This design comes from an exercise in tuning for small area and a short achievable clock period on the open sky130 flow, not from production work.
At most, simulation tests tie the RTL to the original design; equivalence was not proved.

==> 11-24: inputs <==
==> flow/design.v (excerpt) <==
module convolution (
    input clk,
    input rst,
    input signed [15:0] x_in,
    output signed [31:0] y_out,
    output signed [31:0] y_out_t
);
  reg [15:0] s0;
  reg [15:0] s1;
  reg [15:0] s2;
  reg [15:0] s3;
  reg [15:0] s4;
  reg [15:0] s5;
  reg [15:0] s6;
  reg [15:0] s7;
  reg [15:0] s8;
  reg [15:0] s9;
  reg [15:0] s10;
  reg [15:0] s11;
  reg [15:0] s12;
  reg [15:0] s13;
  reg [15:0] s14;
  reg [15:0] s15;
  reg [15:0] s16;
  reg [15:0] s17;
  reg [15:0] s18;
  reg [15:0] s19;
  reg [15:0] s20;
  reg [15:0] s21;
  reg [15:0] s22;
  reg [15:0] s23;
  reg [15:0] s24;
  reg [15:0] s25;
  reg [15:0] s26;
  reg [15:0] s27;
  reg [15:0] s28;
  reg [15:0] s29;
  reg [15:0] s30;
  reg [15:0] s31;
  reg [15:0] s32;
  reg [15:0] s33;
  reg [15:0] s34;
  reg [15:0] s35;
  reg [15:0] s36;
  reg [15:0] s37;
  reg [15:0] s38;
  reg [15:0] yt;
  reg [30:0] y;
  reg [24:0] v;
  reg [30:0] rs, rc;
  reg ytc1, ytc2;    
  reg zr0_0;
  reg zr0_1;
  reg zr1_0;
  reg zr1_1;
  reg zr2_0;
  reg zr2_1;
  reg zr3_0;
  reg zr3_1;
  reg zr4_0;
  reg zr4_1;
  reg zr5_0;
  reg zr5_1;
  reg zr6_0;
  reg zr6_1;
  reg zr7_0;
  reg zr7_1;
  reg zr8_0;
  reg zr8_1;
  reg zr9_0;
  reg zr9_1;
  reg zr10_0;
  reg zr10_1;
  reg zr11_0;
  reg zr11_1;
  reg zr12_0;
  reg zr12_1;
  reg zr13_0;
  reg zr13_1;
  reg zr14_0;
  reg zr14_1;
  reg zr15_0;
  reg zr15_1;
  reg zr16_0;
  reg zr16_1;
  reg zr17_0;
  reg zr17_1;
  reg zr18_0;
  reg zr18_1;
  reg zr19_0;
  reg zr19_1;
  reg zr20_0;
  reg zr20_1;
  reg zr21_0;
  reg zr21_1;
  reg zv0_0;
  reg zv0_1;
  reg zv1_0;
  reg zv1_1;
  reg zv2_0;
  reg zv2_1;
  reg zv3_0;
  reg zv3_1;
  reg zv4_0;
  reg zv4_1;
  reg zv5_0;
  reg zv5_1;
  reg zv6_0;
  reg zv6_1;
  reg zv7_0;
  reg zv7_1;
  reg zv8_0;
  reg zv8_1;
  reg zv9_0;
  reg zv9_1;
  reg zv10_0;
  reg zv10_1;
  reg zv11_0;
  reg zv11_1;
  reg zv12_0;
  reg zv12_1;
  reg zv13_0;
  reg zv13_1;
  reg zv14_0;
  reg zv14_1;
  reg zv15_0;
  reg zv15_1;
  reg zv16_0;
  reg zv16_1;
  reg zv17_0;
  reg zv17_1;
  reg zv18_0;
  reg zv18_1;
  reg zv19_0;
  reg zv19_1;
  reg zv20_0;
  reg zv20_1;
  ...
Settings: LEC_CHECK=0, CAP_MARGIN=20, CORE_MARGIN=2, CORE_UTILIZATION=40, CTS_CLUSTER_DIAMETER=80, CTS_CLUSTER_SIZE=28, PLACE_DENSITY=0.75, SLEW_MARGIN=20, SYNTH_HIERARCHICAL=1; clock period 15.0 ns.
standard.sh (not shown) runs the stock make flow with config.mk's settings and CLKGATE_MAP_FILE= SYNTH_SCRIPT=/design/flow/synth_recipe.tcl, a recipe that flattens the netlist after the stock synthesis.
==> flow/flow/run.sh <==
#!/bin/bash
# Standard ORFS layout, with repair_timing asked to keep a larger setup margin
# than the clock period needs, so that it works on the paths that set the
# achieved period.  Constraints (constraint.sdc) are unchanged.
set -euo pipefail
export SETUP_SLACK_MARGIN=10.8
bash standard.sh finish > standard_finish.log 2>&1
==> 01-04: changes against 11-24 <==
- ABC_AREA: not set -> 1
- PLACE_DENSITY: 0.75 -> not set
==> 08-09: changes against 11-24 <==
--- a/flow/design.v
+++ b/flow/design.v
@@ -46,11 +46,11 @@
   reg [15:0] s38;
   reg [15:0] yt;
   reg [30:0] y;
   reg [24:0] v;
   reg [30:0] rs, rc;
-  reg ytc1, ytc2;    
+  reg ytc1, ytc2, ytc3;    
   reg zr0_0;
   reg zr0_1;
   reg zr1_0;
   reg zr1_1;
   reg zr2_0;
@@ -136,12 +136,13 @@
   reg zv20_0;
   reg zv20_1;
   reg zv21_0;
   reg zv21_1;
   wire valid = ~&x_in;
+  wire [15:0] xg = valid ? x_in : 16'd0;    
   assign y_out = {y[30], y};
-  assign y_out_t = {{5{ytc2}}, {6{ytc1}}, {5{yt[15]}}, yt};
+  assign y_out_t = {{5{ytc3}}, {5{ytc2}}, {4{ytc1}}, {2{yt[15]}}, yt};
   wire n0 = ~s0[0];
   wire n1 = ~s0[1];
   wire n2 = ~s0[2];
   wire n3 = ~s0[0];
   wire n4 = ~s0[3];
@@ -2352,10 +2353,11 @@
       s37 <= 16'd0;
       s38 <= 16'd0;
       yt <= 16'd0;
       ytc1 <= 1'b0;
       ytc2 <= 1'b0;
+      ytc3 <= 1'b0;
       y <= 31'd0;
       rs <= 31'd0;
       rc <= 31'd0;
       v <= 25'd0;
       zr0_0 <= 1'b0;
@@ -2445,11 +2447,11 @@
       zv20_0 <= 1'b0;
       zv20_1 <= 1'b1;
       zv21_0 <= 1'b1;
       zv21_1 <= 1'b0;
     end else begin
-      s0 <= valid ? x_in : 16'd0;
+      s0 <= xg;
       s1 <= s0;
       s2 <= s1;
       s3 <= s2;
       s4 <= s3;
       s5 <= s4;
@@ -2487,10 +2489,11 @@
       s37 <= s36;
       s38 <= s37;
       if (valid) yt <= s0;
       ytc1 <= valid ? s0[15] : yt[15];
       ytc2 <= valid ? s0[15] : ytc1;
+      ytc3 <= valid ? s0[15] : ytc2;
       y <= y_next;
       v <= {v[23], n2167, n2164, n2163, n2157, n2146, n2145, n2126, n2112, n2098, n2084, n2070, n2056, n2042, n2028, n2014, n2000, n1986, n1972, n1958, n1955, n1943, n1927, n1917, n1911} + {n2168, n2166, n2165, n2158, n2152, n2151, n2136, n2135, n2125, n2111, n2097, n2083, n2069, n2055, n2041, n2027, n2013, n1999, n1985, n1971, n1957, n1941, n1929, n1919, n1913};
       rs <= {n1452, n1448, n1444, n1440, n1439, n1435, n1431, n1427, n1421, n1415, n1392, n1376, n1375, n1338, n1312, n1311, n1256, n1230, n1204, n1178, n1152, n1126, n1100, n1074, n1071, n1045, n1021, n995, n973, n955, n899};
       rc <= {n1455, n1451, n1447, n1443, n1436, n1432, n1428, n1422, n1416, n1406, n1405, n1391, n1358, n1357, n1337, n1282, n1281, n1255, n1229, n1203, n1177, n1151, n1125, n1099, n1073, n1047, n1019, n997, n975, n957, n945};
       zr0_0 <= n446;
- PLACE_DENSITY: 0.75 -> 0.5
==> summary.txt <==
Setup slack at placement: 11-24 8.794 ns; 08-09 8.294 ns; 01-04 8.144 ns
Simple-gate portion of the synthesized area: 11-24 0.01642; 08-09 0.01689; 01-04 0.04574
Critical path arrival: 11-24 1.31 ns; 08-09 1.31 ns; 01-04 1.32 ns
Relative slew slack: 11-24 0.4048; 08-09 0.3815; 01-04 0.3629
Total number of sequential cells: 11-24 848; 08-09 849; 01-04 848
Multi-input gate area: 11-24 22800 um2; 08-09 22870 um2; 01-04 22490 um2
Run status: 11-24 finished clean; 08-09 finished clean; 01-04 finished clean
Gate count of the mapped netlist: 11-24 2585; 08-09 2589; 01-04 2955
R2R Path End: 11-24 v[23]$_DFF_PP0_; 08-09 v[18]$_DFF_PP0_; 01-04 rc[13]$_DFF_PP0_
Hold Path Sink: 11-24 s24[8]$_DFF_PP0_; 08-09 s4[6]$_DFF_PP0_; 01-04 s36[5]$_DFF_PP0_
Final worst setup slack: 11-24 10.69 ns; 08-09 10.69 ns; 01-04 10.68 ns
Pin count of the biggest net entering global routing: 11-24 81; 08-09 93; 01-04 85
Final HPWL from detailed placement: 11-24 73.87 mm; 08-09 83.31 mm; 01-04 82.17 mm
Layout cells sized above 1: 11-24 0.1537; 08-09 0.1666; 01-04 0.09884
Period Utilization, post-route: 11-24 0.2872; 08-09 0.2873; 01-04 0.2880
Row count: 11-24 122; 08-09 122; 01-04 123
Met3 track utilization from global routing: 11-24 0.02763; 08-09 0.01870; 01-04 0.02139
Initial Util: 11-24 0.4034; 08-09 0.4037; 01-04 0.4033
N_taps: 11-24 1488; 08-09 1488; 01-04 1500
Worst hold-check slack: 11-24 0.3454 ns; 08-09 0.3465 ns; 01-04 0.3505 ns
R2R Setup Slk: 11-24 10.73 ns; 08-09 10.77 ns; 01-04 10.89 ns
No functional check of the RTL was part of 11-24 and 01-04.

---

==> wip/maple: inputs <==
Another version of the RTL of convolution (not shown whole).
clock: 15.0 ns
lec_check: 0
cap_margin: 20
core_margin: 2
core_utilization: 40
cts_cluster_diameter: 100
cts_cluster_size: 30
slew_margin: 20
synth_hierarchical: 1
==> flow/flow/run.sh <==
#!/bin/bash
# Standard ORFS layout, with repair_timing asked to keep a larger setup margin
# than the clock period needs, so that it works on the paths that set the
# achieved period.  Constraints (constraint.sdc) are unchanged.
set -euo pipefail
export SETUP_SLACK_MARGIN=11.0
bash standard.sh finish > standard_finish.log 2>&1
==> wip/umber (differences from wip/maple) <==
--- a/flow/config.mk
+++ b/flow/config.mk
@@ -8,7 +8,7 @@
 export CAP_MARGIN = 20
 export CORE_MARGIN = 2
-export CORE_UTILIZATION = 40
-export CTS_CLUSTER_DIAMETER = 100
-export CTS_CLUSTER_SIZE = 30
+export CORE_UTILIZATION = 60
+export CTS_CLUSTER_DIAMETER = 80
+export CTS_CLUSTER_SIZE = 24
 export SLEW_MARGIN = 20
 export SYNTH_HIERARCHICAL = 1
==> wip/sierra (differences from wip/maple) <==
--- a/flow/flow/run.sh
+++ b/flow/flow/run.sh
@@ -4,4 +4,4 @@
 # achieved period.  Constraints (constraint.sdc) are unchanged.
 set -euo pipefail
-export SETUP_SLACK_MARGIN=11.0
+export SETUP_SLACK_MARGIN=10.8
 bash standard.sh finish > standard_finish.log 2>&1
--- a/flow/config.mk
+++ b/flow/config.mk
@@ -8,6 +8,6 @@
 export CAP_MARGIN = 20
 export CORE_MARGIN = 2
-export CORE_UTILIZATION = 40
-export CTS_CLUSTER_DIAMETER = 100
+export CORE_UTILIZATION = 55
+export CTS_CLUSTER_DIAMETER = 60
 export CTS_CLUSTER_SIZE = 30
 export SLEW_MARGIN = 20
==> qor summary <==
metric	wip/umber	wip/sierra	wip/maple
Util after Layout	67.6%	61.7%	44.9%
Timing-limited maximum frequency	0.231 GHz	0.232 GHz	0.231 GHz
Clock buffers	68	86	55
Post-layout net count	3930	3892	3891
Crit path largest cell delay	440 ps	410 ps	430 ps
Final Instance Area	0.0514 mm^2	0.0514 mm^2	0.0513 mm^2
Buffers inserted during post-CTS setup optimization	81	40	69
Area growth from synthesis to final layout	11.6%	11.6%	11.4%
Cts bufs inserted	47	72	38
Area of combinational cells with multiple inputs	0.0231 mm^2	0.0228 mm^2	0.0230 mm^2
First-pass GRT wire length	154000 um	157000 um	155000 um
Status	no timing/DRC/antenna violations	no timing/DRC/antenna violations	no timing/DRC/antenna violations
Reg2Reg Setup Slack	10880 ps	10860 ps	10980 ps

---

==> run a: inputs <==
convolution with an RTL version that a note above also has.
Settings: LEC_CHECK=0, CAP_MARGIN=20, CORE_MARGIN=2, CORE_UTILIZATION=40, CTS_CLUSTER_DIAMETER=80, CTS_CLUSTER_SIZE=28, SLEW_MARGIN=20, SYNTH_HIERARCHICAL=1; clock period 15.0 ns.
==> flow/flow/run.sh <==
#!/bin/bash
# Standard ORFS layout, with repair_timing asked to keep a larger setup margin
# than the clock period needs, so that it works on the paths that set the
# achieved period.  Constraints (constraint.sdc) are unchanged.
set -euo pipefail
export SETUP_SLACK_MARGIN=10.8
bash standard.sh finish > standard_finish.log 2>&1
==> run b: changes against run a <==
--- a/flow/design.v
+++ b/flow/design.v
@@ -43,17 +43,17 @@
   reg [15:0] s35;
   reg [15:0] s36;
   reg [15:0] s37;
   reg [15:0] s38;
   reg [15:0] yt;
   reg [30:0] y;
   reg [24:0] v;
   reg [30:0] rs, rc;
-  reg ytc1, ytc2;    
+  reg ytc1, ytc2, ytc3;    
   reg zr0_0;
   reg zr0_1;
   reg zr1_0;
   reg zr1_1;
   reg zr2_0;
   reg zr2_1;
   reg zr3_0;
   reg zr3_1;
@@ -133,18 +133,19 @@
   reg zv18_1;
   reg zv19_0;
   reg zv19_1;
   reg zv20_0;
   reg zv20_1;
   reg zv21_0;
   reg zv21_1;
   wire valid = ~&x_in;
+  wire [15:0] xg = valid ? x_in : 16'd0;    
   assign y_out = {y[30], y};
-  assign y_out_t = {{5{ytc2}}, {6{ytc1}}, {5{yt[15]}}, yt};
+  assign y_out_t = {{5{ytc3}}, {5{ytc2}}, {4{ytc1}}, {2{yt[15]}}, yt};
   wire n0 = ~s0[0];
   wire n1 = ~s0[1];
   wire n2 = ~s0[2];
   wire n3 = ~s0[0];
   wire n4 = ~s0[3];
   wire n5 = ~s0[1];
   wire n6 = ~s0[4];
   wire n7 = ~s0[2];
@@ -2349,16 +2350,17 @@
       s34 <= 16'd0;
       s35 <= 16'd0;
       s36 <= 16'd0;
       s37 <= 16'd0;
       s38 <= 16'd0;
       yt <= 16'd0;
       ytc1 <= 1'b0;
       ytc2 <= 1'b0;
+      ytc3 <= 1'b0;
       y <= 31'd0;
       rs <= 31'd0;
       rc <= 31'd0;
       v <= 25'd0;
       zr0_0 <= 1'b0;
       zr0_1 <= 1'b0;
       zr1_0 <= 1'b0;
       zr1_1 <= 1'b0;
@@ -2442,17 +2444,17 @@
       zv18_1 <= 1'b0;
       zv19_0 <= 1'b0;
       zv19_1 <= 1'b1;
       zv20_0 <= 1'b0;
       zv20_1 <= 1'b1;
       zv21_0 <= 1'b1;
       zv21_1 <= 1'b0;
     end else begin
-      s0 <= valid ? x_in : 16'd0;
+      s0 <= xg;
       s1 <= s0;
       s2 <= s1;
       s3 <= s2;
       s4 <= s3;
       s5 <= s4;
       s6 <= s5;
       s7 <= s6;
       s8 <= s7;
@@ -2484,16 +2486,17 @@
       s34 <= s33;
       s35 <= s34;
       s36 <= s35;
       s37 <= s36;
       s38 <= s37;
       if (valid) yt <= s0;
       ytc1 <= valid ? s0[15] : yt[15];
       ytc2 <= valid ? s0[15] : ytc1;
+      ytc3 <= valid ? s0[15] : ytc2;
       y <= y_next;
       v <= {v[23], n2167, n2164, n2163, n2157, n2146, n2145, n2126, n2112, n2098, n2084, n2070, n2056, n2042, n2028, n2014, n2000, n1986, n1972, n1958, n1955, n1943, n1927, n1917, n1911} + {n2168, n2166, n2165, n2158, n2152, n2151, n2136, n2135, n2125, n2111, n2097, n2083, n2069, n2055, n2041, n2027, n2013, n1999, n1985, n1971, n1957, n1941, n1929, n1919, n1913};
       rs <= {n1452, n1448, n1444, n1440, n1439, n1435, n1431, n1427, n1421, n1415, n1392, n1376, n1375, n1338, n1312, n1311, n1256, n1230, n1204, n1178, n1152, n1126, n1100, n1074, n1071, n1045, n1021, n995, n973, n955, n899};
       rc <= {n1455, n1451, n1447, n1443, n1436, n1432, n1428, n1422, n1416, n1406, n1405, n1391, n1358, n1357, n1337, n1282, n1281, n1255, n1229, n1203, n1177, n1151, n1125, n1099, n1073, n1047, n1019, n997, n975, n957, n945};
       zr0_0 <= n446;
       zr0_1 <= n448;
       zr1_0 <= n456;
       zr1_1 <= n458;
==> flow/config.mk (replaced) <==
export PLATFORM = sky130hd
export DESIGN_NAME = convolution
export DESIGN_NICKNAME = convolution
export VERILOG_FILES = /design/flow/design.v
export SDC_FILE = /design/flow/constraint.sdc
export NUM_CORES = 4
export LEC_CHECK = 0
export CAP_MARGIN = 5
export CORE_MARGIN = 2
export CORE_UTILIZATION = 40
export CTS_CLUSTER_DIAMETER = 80
export CTS_CLUSTER_SIZE = 28
export SLEW_MARGIN = 5
export SYNTH_HIERARCHICAL = 1
==> run c: changes against run a <==
--- a/flow/design.v
+++ b/flow/design.v
@@ -43,17 +43,17 @@
   reg [15:0] s35;
   reg [15:0] s36;
   reg [15:0] s37;
   reg [15:0] s38;
   reg [15:0] yt;
   reg [30:0] y;
   reg [24:0] v;
   reg [30:0] rs, rc;
-  reg ytc1, ytc2;    
+  reg ytc1, ytc2, ytc3;    
   reg zr0_0;
   reg zr0_1;
   reg zr1_0;
   reg zr1_1;
   reg zr2_0;
   reg zr2_1;
   reg zr3_0;
   reg zr3_1;
@@ -133,18 +133,19 @@
   reg zv18_1;
   reg zv19_0;
   reg zv19_1;
   reg zv20_0;
   reg zv20_1;
   reg zv21_0;
   reg zv21_1;
   wire valid = ~&x_in;
+  wire [15:0] xg = valid ? x_in : 16'd0;    
   assign y_out = {y[30], y};
-  assign y_out_t = {{5{ytc2}}, {6{ytc1}}, {5{yt[15]}}, yt};
+  assign y_out_t = {{5{ytc3}}, {5{ytc2}}, {4{ytc1}}, {2{yt[15]}}, yt};
   wire n0 = ~s0[0];
   wire n1 = ~s0[1];
   wire n2 = ~s0[2];
   wire n3 = ~s0[0];
   wire n4 = ~s0[3];
   wire n5 = ~s0[1];
   wire n6 = ~s0[4];
   wire n7 = ~s0[2];
@@ -2349,16 +2350,17 @@
       s34 <= 16'd0;
       s35 <= 16'd0;
       s36 <= 16'd0;
       s37 <= 16'd0;
       s38 <= 16'd0;
       yt <= 16'd0;
       ytc1 <= 1'b0;
       ytc2 <= 1'b0;
+      ytc3 <= 1'b0;
       y <= 31'd0;
       rs <= 31'd0;
       rc <= 31'd0;
       v <= 25'd0;
       zr0_0 <= 1'b0;
       zr0_1 <= 1'b0;
       zr1_0 <= 1'b0;
       zr1_1 <= 1'b0;
@@ -2442,17 +2444,17 @@
       zv18_1 <= 1'b0;
       zv19_0 <= 1'b0;
       zv19_1 <= 1'b1;
       zv20_0 <= 1'b0;
       zv20_1 <= 1'b1;
       zv21_0 <= 1'b1;
       zv21_1 <= 1'b0;
     end else begin
-      s0 <= valid ? x_in : 16'd0;
+      s0 <= xg;
       s1 <= s0;
       s2 <= s1;
       s3 <= s2;
       s4 <= s3;
       s5 <= s4;
       s6 <= s5;
       s7 <= s6;
       s8 <= s7;
@@ -2484,16 +2486,17 @@
       s34 <= s33;
       s35 <= s34;
       s36 <= s35;
       s37 <= s36;
       s38 <= s37;
       if (valid) yt <= s0;
       ytc1 <= valid ? s0[15] : yt[15];
       ytc2 <= valid ? s0[15] : ytc1;
+      ytc3 <= valid ? s0[15] : ytc2;
       y <= y_next;
       v <= {v[23], n2167, n2164, n2163, n2157, n2146, n2145, n2126, n2112, n2098, n2084, n2070, n2056, n2042, n2028, n2014, n2000, n1986, n1972, n1958, n1955, n1943, n1927, n1917, n1911} + {n2168, n2166, n2165, n2158, n2152, n2151, n2136, n2135, n2125, n2111, n2097, n2083, n2069, n2055, n2041, n2027, n2013, n1999, n1985, n1971, n1957, n1941, n1929, n1919, n1913};
       rs <= {n1452, n1448, n1444, n1440, n1439, n1435, n1431, n1427, n1421, n1415, n1392, n1376, n1375, n1338, n1312, n1311, n1256, n1230, n1204, n1178, n1152, n1126, n1100, n1074, n1071, n1045, n1021, n995, n973, n955, n899};
       rc <= {n1455, n1451, n1447, n1443, n1436, n1432, n1428, n1422, n1416, n1406, n1405, n1391, n1358, n1357, n1337, n1282, n1281, n1255, n1229, n1203, n1177, n1151, n1125, n1099, n1073, n1047, n1019, n997, n975, n957, n945};
       zr0_0 <= n446;
       zr0_1 <= n448;
       zr1_0 <= n456;
       zr1_1 <= n458;
==> notes <==
- In core utilization, run a and run b hardly differ.
- Run a went through all stages and came out clean. Run c went through all stages and came out clean. Run b completed with no timing, DRC or antenna violations.
- Synthesized cell count is the same in run b and run c.
- Cell area is about the same in run b and run a.
For run a, only the layout was checked, not whether the RTL still works.

==> re-timing with driven ports <==
No port has a modelled driver above. Below, the same layouts with a new extraction and two added sets of constraints.
Step 1 sets driving cells, clkbuf_16 on the clock port and buf_2 on the other inputs (assumed; they add their load-dependent delay and slew).
Step 2 moves the port delays by t, midway between the first and last clock arrival at a register: inputs arrive t later, outputs are due t later. That takes back most of the time a late clock gives input paths.
Three values: ideal, step 1, step 2; two values: the first two.
run | shift t [ns] | setup WS [ns] | slew at the worst register clock pin (ns)
11-24 | 0.679 | 10.692 / 10.626 / 10.310 | 0.11 / 0.11
01-04 | 0.696 | 10.679 / 10.609 / 10.182 | 0.11 / 0.11
08-09 | 0.703 | 10.691 / 10.624 / 10.219 | 0.11 / 0.11
wip/maple | 0.681 | 10.676 / 10.610 / 10.436 | 0.12 / 0.12
wip/umber | 0.690 | 10.662 / 10.594 / 10.381 | 0.10 / 0.10
wip/sierra | 0.686 | 10.682 / 10.621 / 10.310 | 0.09 / 0.09
run a | 0.687 | 10.698 / 10.633 / 10.294 | 0.11 / 0.11
run b | 0.692 | 10.711 / 10.644 / 10.373 | 0.11 / 0.11
run c | 0.692 | 10.711 / 10.644 / 10.373 | 0.11 / 0.11
After both steps every run listed still meets setup and hold. The setup slack of 01-04, which loses most, moves by -0.070 ns with the drivers and by -0.497 ns with both steps. The worst setup slack also covers recovery checks on asynchronous resets.
